This design comes from an exercise in tuning for small area on the open sky130 flow, not from production work. In this exercise RTL edits were held to simulation tests only and were not proved equivalent to the original. Power and IR drop assume default switching activity.

// puzzle
module puzzle (clk, rst, direction, cells_flat, solved);
input           clk, rst;
input [1:0]     direction;
output [63:0]   cells_flat;  
output          solved;
reg  [63:0]     cells;
wire [63:0]     cells_d;
localparam [63:0] INIT = {4'd15, 4'd11, 4'd13, 4'd9,
                          4'd12, 4'd10, 4'd14, 4'd5,
                          4'd4,  4'd8,  4'd7,  4'd6,
                          4'd3,  4'd2,  4'd1,  4'd0};
wire [15:0] empty;            
wire [3:0]  erow, ecol;       
wire [3:0]  nsrow, nscol;     
wire [15:0] src;              
wire [15:0] keep;             
wire [3:0]  mval;             
wire        nrst;
wire mv_h, mv_v, nd0, mv_l, mv_r, mv_u, mv_d;
assign mv_v = direction[1];   
puzzle_inv  u_h  (direction[1], mv_h);  
puzzle_inv  u_d0 (direction[0], nd0);
puzzle_nor2 u_l  (direction[1], direction[0], mv_l);
puzzle_nor2 u_r  (direction[1], nd0, mv_r);
puzzle_nor2 u_u  (mv_h, direction[0], mv_u);
puzzle_nor2 u_dn (mv_h, nd0, mv_d);
puzzle_inv  u_nr (rst, nrst);
genvar i, b;
generate
  for (i = 0; i < 16; i = i + 1) begin : g_empty
    puzzle_nor4 u_z (cells[i*4], cells[i*4+1], cells[i*4+2], cells[i*4+3], empty[i]);
  end
  for (i = 0; i < 4; i = i + 1) begin : g_rc
    puzzle_or4 u_er (empty[i*4], empty[i*4+1], empty[i*4+2], empty[i*4+3], erow[i]);
  ...
For scale: ~250 cells after synthesis.
clock: 5.0 ns
lec_check: 0
cap_margin: 0
core_margin: 2
core_utilization: 40
gpl_timing_driven: 0
place_density: 0.6
slew_margin: 0
synth_hierarchical: 1
synth_minimum_keep_size: 0
standard.sh (not shown) runs the stock make flow with config.mk's settings and CLKGATE_MAP_FILE= SYNTH_SCRIPT=/design/flow/synth_recipe.tcl, a recipe that flattens the netlist after the stock synthesis.
==> flow/flow/run.sh <==
#!/bin/bash
# Standard layout, with these changes: after the standard synthesis every
# combinational cell gets the smallest drive strength of its kind (the
# placer's repair upsizes any that need it), the port buffers are buf_1, and
# clock tree synthesis adds no dummy loads.
set -euo pipefail
R=orfs/results/$FLOW_PLATFORM/puzzle/base
LIB=$FLOW_HOME/platforms/$FLOW_PLATFORM/lib/sky130_fd_sc_hd__tt_025C_1v80.lib
bash standard.sh "$PWD/$R/1_2_yosys.v" > synth.log 2>&1
python3 flow/downsize.py "$LIB" "$R/1_2_yosys.v" > downsize.log 2>&1
export BUFFER_PORTS_ARGS="-buffer_cell sky130_fd_sc_hd__buf_1"
export CTS_ARGS="-sink_clustering_enable -repair_clock_nets -dont_use_dummy_load -buf_list sky130_fd_sc_hd__clkbuf_8 -sink_clustering_size 32 -sink_clustering_max_diameter 200"
bash standard.sh > layout.log 2>&1
Other scripts of this flow, unchanged in this note and not shown: flow/flow/downsize.py
The first run produced a clean layout.
Next try:
--- a/flow/flow/run.sh
+++ b/flow/flow/run.sh
@@ -11,3 +11,3 @@
 export BUFFER_PORTS_ARGS="-buffer_cell sky130_fd_sc_hd__buf_1"
-export CTS_ARGS="-sink_clustering_enable -repair_clock_nets -dont_use_dummy_load -buf_list sky130_fd_sc_hd__clkbuf_8 -sink_clustering_size 32 -sink_clustering_max_diameter 200"
+export CTS_ARGS="-sink_clustering_enable -repair_clock_nets -dont_use_dummy_load -buf_list sky130_fd_sc_hd__clkbuf_4"
 bash standard.sh > layout.log 2>&1
CORE_UTILIZATION = 70   (was 40)
PLACE_DENSITY = 0.8   (was 0.6)
=> The changed run went through all stages and came out clean; worst setup slack is worse by 85 ps; global-route usage grows by 14 points; final cell count goes down by a little under a tenth; total power decreases by a few percent; routed wire length shrinks by a few percent; flip-flop and latch count is unchanged; synthesized area stays the same; core utilization is higher by 34 points; final area went down by a few percent.

========
Starting RTL as in the previous note.
clock: 5.0 ns
lec_check: 0
cap_margin: 20
core_margin: 2
core_utilization: 40
place_density: 0.6
slew_margin: 20
synth_hierarchical: 1
synth_minimum_keep_size: 0
run.sh (not shown) runs the stock make flow with config.mk's settings and CLKGATE_MAP_FILE= SYNTH_SCRIPT=/design/flow/synth_recipe.tcl, a recipe that flattens the netlist after the stock synthesis.
Stock flow here: none of the scripts above is used.
Rerun with:
==> flow/flow/run.sh (new file) <==
#!/bin/bash
# Standard layout, with two changes: after the standard synthesis every
# combinational cell gets the smallest drive strength of its kind (the
# placer's repair upsizes any that need it), and the port buffers are buf_1.
set -euo pipefail
R=orfs/results/$FLOW_PLATFORM/puzzle/base
LIB=$FLOW_HOME/platforms/$FLOW_PLATFORM/lib/sky130_fd_sc_hd__tt_025C_1v80.lib
bash standard.sh "$PWD/$R/1_2_yosys.v" > synth.log 2>&1
python3 flow/downsize.py "$LIB" "$R/1_2_yosys.v" > downsize.log 2>&1
export BUFFER_PORTS_ARGS="-buffer_cell sky130_fd_sc_hd__buf_1"
bash standard.sh > layout.log 2>&1
==> flow/flow/downsize.py (new file) <==
#!/usr/bin/env python3
"""Give every combinational cell in a Yosys netlist the smallest drive strength
of its kind (same function and pins, least area). Flip-flops and latches are
left as they are. Usage: downsize.py LIBERTY NETLIST (rewritten in place)."""
import re
import sys

lib, netlist = sys.argv[1], sys.argv[2]
text = open(lib).read()
area = {}
for m in re.finditer(r'cell\s*\(\s*"?(sky130_fd_sc_hd__\w+?)"?\s*\)\s*\{(.{0,4000}?)\barea\s*:\s*([\d.]+)', text, re.S):
    area[m.group(1)] = float(m.group(3))

def kind(cell):
    m = re.fullmatch(r'(sky130_fd_sc_hd__[a-z0-9]+(?:_[a-z]+)*)_(\d+)', cell)
    return (m.group(1), int(m.group(2))) if m else (None, None)

best = {}
for cell, a in area.items():
    k, n = kind(cell)
    if k is None or 'lpflow' in k or 'probe' in k:
        continue
    # prefer the smallest area, then drive 1 over drive 0
    key = (a, 0 if n == 1 else 1, n)
    if k not in best or key < best[k][0]:
        best[k] = (key, cell)

seq = re.compile(r'sky130_fd_sc_hd__(s?e?df|dl|sdl|edf|sedf|conb|tap|fill|decap|diode)')
net = open(netlist).read()
count = {}
def swap(m):
    cell = m.group(1)
    if seq.match(cell):
        return m.group(0)
    k, n = kind(cell)
    if k is None or k not in best:
        return m.group(0)
    new = best[k][1]
    if new != cell:
        count[(cell, new)] = count.get((cell, new), 0) + 1
    return new + m.group(2)
out = []
for line in net.split('\n'):
    m = re.match(r'^(\s*)(sky130_fd_sc_hd__\w+)(\s.*)$', line)
    if m:
        cell = m.group(2)
        k, n = kind(cell)
        if not seq.match(cell) and k in best and best[k][1] != cell:
            new = best[k][1]
            count[(cell, new)] = count.get((cell, new), 0) + 1
            line = m.group(1) + new + m.group(3)
    out.append(line)
open(netlist, 'w').write('\n'.join(out))
for (a, b), c in sorted(count.items()):
    print(f"{c:5d} {a} -> {b}")
==> flow/standard.sh (new file) <==
#!/bin/bash
# synth_recipe.tcl (not shown) runs the flow's synth.tcl, then flattens the netlist and writes it again
# the make line also repeats each setting of config.mk as NAME=value (left out here)
make -C /OpenROAD-flow-scripts/flow DESIGN_CONFIG=/design/flow/config.mk WORK_HOME=/design/flow/orfs CLKGATE_MAP_FILE= SYNTH_SCRIPT=/design/flow/synth_recipe.tcl "${@:-finish}"
removed: flow/run.sh
After rerunning: The changed run finished clean; worst setup slack is better by 0.083 ns; sequential power goes down by a few percent; register-to-register slack is worse by 0.13 ns; clock power goes down by about a fifth; first-iteration DRC count goes up by well over a third; clock-buffer cell count does not change.
Rerun with:
==> flow/flow/run.sh (replaced) <==
#!/bin/bash
# Standard layout, with these changes: after the standard synthesis every
# combinational cell gets the smallest drive strength of its kind (the
# placer's repair upsizes any that need it), the port buffers are buf_1, and
# clock tree synthesis adds no dummy loads.
set -euo pipefail
R=orfs/results/$FLOW_PLATFORM/puzzle/base
LIB=$FLOW_HOME/platforms/$FLOW_PLATFORM/lib/sky130_fd_sc_hd__tt_025C_1v80.lib
bash standard.sh "$PWD/$R/1_2_yosys.v" > synth.log 2>&1
python3 flow/downsize.py "$LIB" "$R/1_2_yosys.v" > downsize.log 2>&1
export BUFFER_PORTS_ARGS="-buffer_cell sky130_fd_sc_hd__buf_1"
export CTS_ARGS="-sink_clustering_enable -repair_clock_nets -dont_use_dummy_load -buf_list sky130_fd_sc_hd__clkbuf_8"
bash standard.sh > layout.log 2>&1
Settings changed: CAP_MARGIN 20 to 0, SLEW_MARGIN 20 to 0.
Effect: Combinational power barely changes. Via count hardly moves. Total power fell by 4.7%. Global-route usage fell by 0.35 points. Die area is unchanged. Clock skew rose by 0.0098 ns. Design area fell by 1.9%. Setup slack is better by 0.043 ns. Fmax rose by 1.1%. Sequential power barely changes. Area after synthesis stays the same.
Rerun with:
--- a/flow/flow/run.sh
+++ b/flow/flow/run.sh
@@ -10,4 +10,4 @@
 python3 flow/downsize.py "$LIB" "$R/1_2_yosys.v" > downsize.log 2>&1
 export BUFFER_PORTS_ARGS="-buffer_cell sky130_fd_sc_hd__buf_1"
-export CTS_ARGS="-sink_clustering_enable -repair_clock_nets -dont_use_dummy_load -buf_list sky130_fd_sc_hd__clkbuf_8"
+export CTS_ARGS="-sink_clustering_enable -repair_clock_nets -dont_use_dummy_load -buf_list sky130_fd_sc_hd__clkbuf_16 -sink_clustering_size 64 -sink_clustering_max_diameter 500"
 bash standard.sh > layout.log 2>&1
Settings changed: GPL_TIMING_DRIVEN set to 0.
Effect:
- non-clock buffer count is lower by 6
- sequential power is about the same
- sequential share of layout area is lower by 0.97 points
- worst setup slack gains 0.041 ns
- first-iteration DRC count is higher by 9.2%

-- static timing again, ports no longer ideal --
In the flow no input, the clock included, has a driving cell. The finished layouts below were timed again as built, in two steps. Step 1 (the two cells are an assumption about what drives the block):
set clk [get_ports {clk}]
set_driving_cell -lib_cell sky130_fd_sc_hd__clkbuf_16 $clk
set_driving_cell -lib_cell sky130_fd_sc_hd__buf_2 [delete_from_list [all_inputs] $clk]
Step 2 times the ports against the registers' clock, not the clock port: input delays grow and output delays shrink by t, the midpoint of the rising clock arrivals with the driver on. Slacks: ideal / step 1 / step 2; pairs: ideal / step 1.
run	shift t [ns]	slack for setup (ns)	cell pins on the clock port's net
the first run of note 1	0.356	1.135 / 1.135 / 0.992	1
the second run of note 1	0.383	1.050 / 1.050 / 0.908	1
the first run of note 2	0.361	0.981 / 0.986 / 0.625	1
the second run of note 2	0.360	1.065 / 1.065 / 0.973	1
the third run of note 2	0.347	1.107 / 1.107 / 0.936	1
the fourth run of note 2	0.351	1.149 / 1.149 / 0.989	1
After both steps setup and hold are still met in every run listed. The setup slack of the first run of note 2, which loses most, moves by +0.005 ns with the drivers and by -0.356 ns with both steps.
